From an optimization exercise on the open Yosys and OpenROAD flow, aimed at small area, a short achievable clock period and few clock cycles per item; shortcuts taken in it are not production practice. The RTL was checked by simulation tests, not by an equivalence proof against the original design. Power is estimated from default activity; no workload was simulated.

== job 2962 ==
==> flow/design.v (excerpt) <==
module fpmul64 (
    input         clk,
    input         rst,
    input         valid,
    input  [63:0] a,
    input  [63:0] b,
    output [63:0] result,
    output [2:0]  fex,
    output        done
);
For scale: ~8600 cells after synthesis, about 200 I/O pins, ~0.083 mm2 of cells after synthesis.
==> flow/config.mk <==
export PLATFORM = sky130hd
export DESIGN_NAME = fpmul64
export DESIGN_NICKNAME = fpmul64
export VERILOG_FILES = /design/flow/design.v
export SDC_FILE = /design/flow/constraint.sdc
export NUM_CORES = 8
export LEC_CHECK = 0
export ABC_AREA = 1
export CAP_MARGIN = 30
export CORE_MARGIN = 2
export CORE_UTILIZATION = 55
export PLACE_DENSITY = 0.65
export SLEW_MARGIN = 30
==> flow/constraint.sdc <==
create_clock -name core_clock -period 16.0 [get_ports {clk}]
set_input_delay 3.2000 -clock core_clock [delete_from_list [all_inputs] [get_ports {clk}]]
set_output_delay 3.2000 -clock core_clock [all_outputs]
set_load 0.01 [all_outputs]
standard.sh (not shown) runs the stock make flow with config.mk's settings and CLKGATE_MAP_FILE= SYNTH_SCRIPT=/design/flow/synth_recipe.tcl, a recipe that flattens the netlist after the stock synthesis.
==> flow/flow/run.sh <==
#!/bin/bash
# Own layout flow.
#  1. the standard synthesis (standard.sh synth), unchanged.
#  2. flow/netopt.py: a clean-up of the synthesised netlist's combinational cells. It removes
#     the buffers ABC inserted (placement buffers nets again where the layout needs it) and most
#     of the inverters Yosys's extract_fa leaves between full adders: a full adder is self-dual
#     (FA(~a,~b,~c) = ~FA(a,b,c)) and an XOR/XNOR gate absorbs an inversion by swapping kind, so
#     some of them can work on complemented signals. Registers are not touched.
set -euo pipefail
R=orfs/results/${FLOW_PLATFORM}/fpmul64/base
bash standard.sh synth > synth.log 2>&1
cp "$R/1_2_yosys.v" 1_2_yosys.standard.v
python3 flow/netopt.py 1_2_yosys.standard.v 1_2_yosys.netopt.v > netopt.log 2>&1
cp 1_2_yosys.netopt.v "$R/1_2_yosys.v"
rm -f "$R/1_synth.odb"
bash standard.sh SETUP_SLACK_MARGIN=11.8 \
  "CTS_ARGS=-sink_clustering_enable -repair_clock_nets -sink_clustering_size 30 -sink_clustering_max_diameter 100 -dont_use_dummy_load" \
  POST_GLOBAL_ROUTE_TCL=$PWD/flow/grt_post.tcl \
  "BUFFER_PORTS_ARGS=-buffer_cell sky130_fd_sc_hd__buf_2" \
  finish > pnr.log 2>&1
==> flow/flow/grt_post.tcl <==
# After global routing and its antenna repair (POST_GLOBAL_ROUTE_TCL): the diodes load their
# nets, so buffer again any net they push over its slew or capacitance limits (with a margin
# for the detailed routing to come), and route the changed nets.
repair_design -slew_margin 30 -cap_margin 30
global_route -start_incremental
detailed_placement
global_route -end_incremental
check_placement -verbose
Other scripts of this flow, unchanged in this note and not shown: flow/flow/netopt.py
Job 2962 completed every stage of the flow, and the final layout passed the timing, DRC and antenna checks.
Testbench counts of job 2962, summed over its fixed seeds: cycles 32,032, items 32,000.
The inputs of job 8810 differ from those of job 2962 as listed below.
- CORE_UTILIZATION now 40, was 55
- PLACE_DENSITY no longer set, was 0.65
--- a/flow/flow/run.sh
+++ b/flow/flow/run.sh
@@ -15,4 +15,3 @@
 rm -f "$R/1_synth.odb"
-bash standard.sh SETUP_SLACK_MARGIN=11.8 \
-  "CTS_ARGS=-sink_clustering_enable -repair_clock_nets -sink_clustering_size 30 -sink_clustering_max_diameter 100 -dont_use_dummy_load" \
+bash standard.sh SETUP_SLACK_MARGIN=11.5 CTS_CLUSTER_SIZE=30 CTS_CLUSTER_DIAMETER=100 \
   POST_GLOBAL_ROUTE_TCL=$PWD/flow/grt_post.tcl \
==> flow/flow/grt_post.tcl <==
# After global routing (POST_GLOBAL_ROUTE_TCL):
# 2. the diodes load their nets: buffer again any net they push over its slew or capacitance
#    limits, and route the changed nets.
repair_antennas -iterations 5 -ratio_margin 20
estimate_parasitics -global_routing
global_route -start_incremental
repair_design -slew_margin 30 -cap_margin 30
detailed_placement
global_route -end_incremental
check_placement -verbose
- Job 8810 did not finish: a tool error stopped it during global routing (5_1_grt).
- Of job 8810 and job 2962, the lower count of instances resized after the clock tree is built belongs to job 8810.
- Job 8810 against job 2962: number of setup buffers added after CTS now smaller, instance area at placement rose by 0.84%, number of buffers inserted during clock tree synthesis +16%.
Setup changes, job 8810 to job 5952
--- a/flow/flow/run.sh
+++ b/flow/flow/run.sh
@@ -15,3 +15,4 @@
 rm -f "$R/1_synth.odb"
-bash standard.sh SETUP_SLACK_MARGIN=11.5 CTS_CLUSTER_SIZE=30 CTS_CLUSTER_DIAMETER=100 \
+bash standard.sh SETUP_SLACK_MARGIN=11.7 \
+  "CTS_ARGS=-sink_clustering_enable -repair_clock_nets -sink_clustering_size 30 -sink_clustering_max_diameter 100 -dont_use_dummy_load" \
   POST_GLOBAL_ROUTE_TCL=$PWD/flow/grt_post.tcl \
==> flow/flow/grt_post.tcl <==
# After global routing and its antenna repair (POST_GLOBAL_ROUTE_TCL): the diodes load their
# nets, so buffer again any net they push over its slew or capacitance limits (with a margin
# for the detailed routing to come), and route the changed nets.
repair_design -slew_margin 30 -cap_margin 30
global_route -start_incremental
detailed_placement
global_route -end_incremental
check_placement -verbose
--- outcome ---
Job 5952: PASS, flow complete, no timing, DRC or antenna violations. Reported for job 5952 and job 8810, synthesized cell count turned out identical to the last digit. Status: vertical extent of the die parity (job 5952, job 8810). Re total CTS buffers: no difference whatsoever between job 5952 and job 8810. Placer congestion estimate: job 5952 < job 8810. [compare] base=job 8810 new=job 5952: total of cells resized after clock tree synthesis now sits higher, placement-stage cell area now sits at about the same level, number of buffers on the longest clock path now sits at about the same level. In terms of placed cell count, job 5952 and job 8810 differ only marginally. Looking at pre-CTS setup slack across job 5952 and job 8810, the one that comes out higher is job 8810.
[inputs] job 1284 vs job 5952
- PLACE_DENSITY: unset -> 0.65
- CORE_UTILIZATION: 40 -> 55
Results
Non-clock buffer count (job 1284 vs. job 5952) decreases by a few percent
Diff job 5952 -> job 1284 | logic gate share of total power | increase of 0.6 points
Comparing job 1284 and job 5952, the higher clock tree buffer count of the final layout is on job 5952.
Job 1284 — largest fanout of any net on the critical path 27 higher, job 5952 as reference
Modified inputs, job 6499 compared to job 1284
- swapping 55 for 40 in CORE_UTILIZATION
- clearing PLACE_DENSITY, which used to be 0.65
--- a/flow/flow/run.sh
+++ b/flow/flow/run.sh
@@ -15,4 +15,3 @@
 rm -f "$R/1_synth.odb"
-bash standard.sh SETUP_SLACK_MARGIN=11.7 \
-  "CTS_ARGS=-sink_clustering_enable -repair_clock_nets -sink_clustering_size 30 -sink_clustering_max_diameter 100 -dont_use_dummy_load" \
+bash standard.sh SETUP_SLACK_MARGIN=11.7 CTS_CLUSTER_SIZE=30 CTS_CLUSTER_DIAMETER=100 \
   POST_GLOBAL_ROUTE_TCL=$PWD/flow/grt_post.tcl \
--- outcome ---
Job 6499 ran to completion and came out clean on the timing, DRC and antenna checks.
Going from job 1284 to job 6499, the post-route core utilization was found to have gone down by 16 points.
On cell area, the higher figure sits with job 6499, not job 1284.
Relative contribution of the clock network to total power in job 6499 vs job 1284: up 1.9 points
Job 1284 ended up with register to register as its type of the setup path with the least slack; job 6499 ended up with register to primary output.
In the tables for job 1284 and job 6499, number of buffers other than clock buffers in the final layout reads higher with job 1284.
Job 1284 and job 6499 ended up with nearly the same number of port buffers.
Between job 1284 and job 6499, combinational power share is higher for job 1284, job 6499 comes in under that.
Of the two values seen for critical path's slowest cell, dfxtp_4 was produced by job 1284 and dfxtp_2 by job 6499.
In job 6499 the worst path setup slack after routing turned out 0.065 ns higher than in job 1284.
The combined flip-flop and latch cell area on job 1284 is in line with that on job 6499.
Modified inputs, job 7454 compared to job 6499
--- a/flow/flow/run.sh
+++ b/flow/flow/run.sh
@@ -15,3 +15,4 @@
 rm -f "$R/1_synth.odb"
-bash standard.sh SETUP_SLACK_MARGIN=11.7 CTS_CLUSTER_SIZE=30 CTS_CLUSTER_DIAMETER=100 \
+bash standard.sh SETUP_SLACK_MARGIN=11.8 \
+  "CTS_ARGS=-sink_clustering_enable -repair_clock_nets -sink_clustering_size 30 -sink_clustering_max_diameter 100 -dont_use_dummy_load" \
   POST_GLOBAL_ROUTE_TCL=$PWD/flow/grt_post.tcl \
Findings:
Master of the slowest instance on the critical path: dfxtp_2 -> job 6499, dfxtp_1 -> job 7454. Compared with job 6499, in job 7454 portion of total power attributed to the clock network fell 1.3 points, total detailed-routing wirelength rose by 3.0%, post-route cell area higher, maximum clock frequency flat. Utilization, job 7454 and job 6499: smaller value in job 6499. Against job 6499, job 7454 reports a fraction of area in non-clock buffers that is higher. Diff job 6499 -> job 7454 | count of cells resized by post-cts repair | up by more than a quarter. The run showing the greater combinational share of power is job 7454. On shortest period the worst path allows, job 6499 tracks job 7454 almost exactly. When job 7454 is measured against job 6499, its met2 wirelength from detailed routing turns out 0.48% higher. On total design power, job 7454 and job 6499 are neck and neck.

-- static timing again, ports no longer ideal --
No port has a modelled driver above. Below, the same layouts with a new extraction and two added sets of constraints. Step 1 assumes that a clkbuf_16 drives the clock port and a buf_2 every other input. Step 2 also shifts input and output timing later by t, the mid clock arrival at the registers, as if the neighbouring blocks saw the same clock. a / b / c = ideal ports / drivers / drivers and shift; a / b = the first two.
| run | t, ns | setup slack, ns | hold WS [ns] | worst setup path at the end |
|---|---|---|---|---|
| job 2962 | 0.775 | 11.616 / 11.527 / 11.232 | 0.319 / 0.319 / 0.319 | input to register |
| job 5952 | 0.803 | 11.541 / 11.450 / 11.162 | 0.321 / 0.321 / 0.321 | input to register |
| job 1284 | 0.784 | 11.466 / 11.466 / 11.073 | 0.273 / 0.273 / 0.273 | input to register |
| job 6499 | 0.850 | 11.531 / 11.439 / 11.170 | 0.331 / 0.331 / 0.331 | input to register |
| job 7454 | 0.824 | 11.534 / 11.435 / 11.153 | 0.261 / 0.261 / 0.261 | input to register |
After both steps every run listed still meets setup and hold. For job 1284, which loses most, drivers alone change the setup slack by 0.000 ns; drivers and shift together by -0.393 ns.
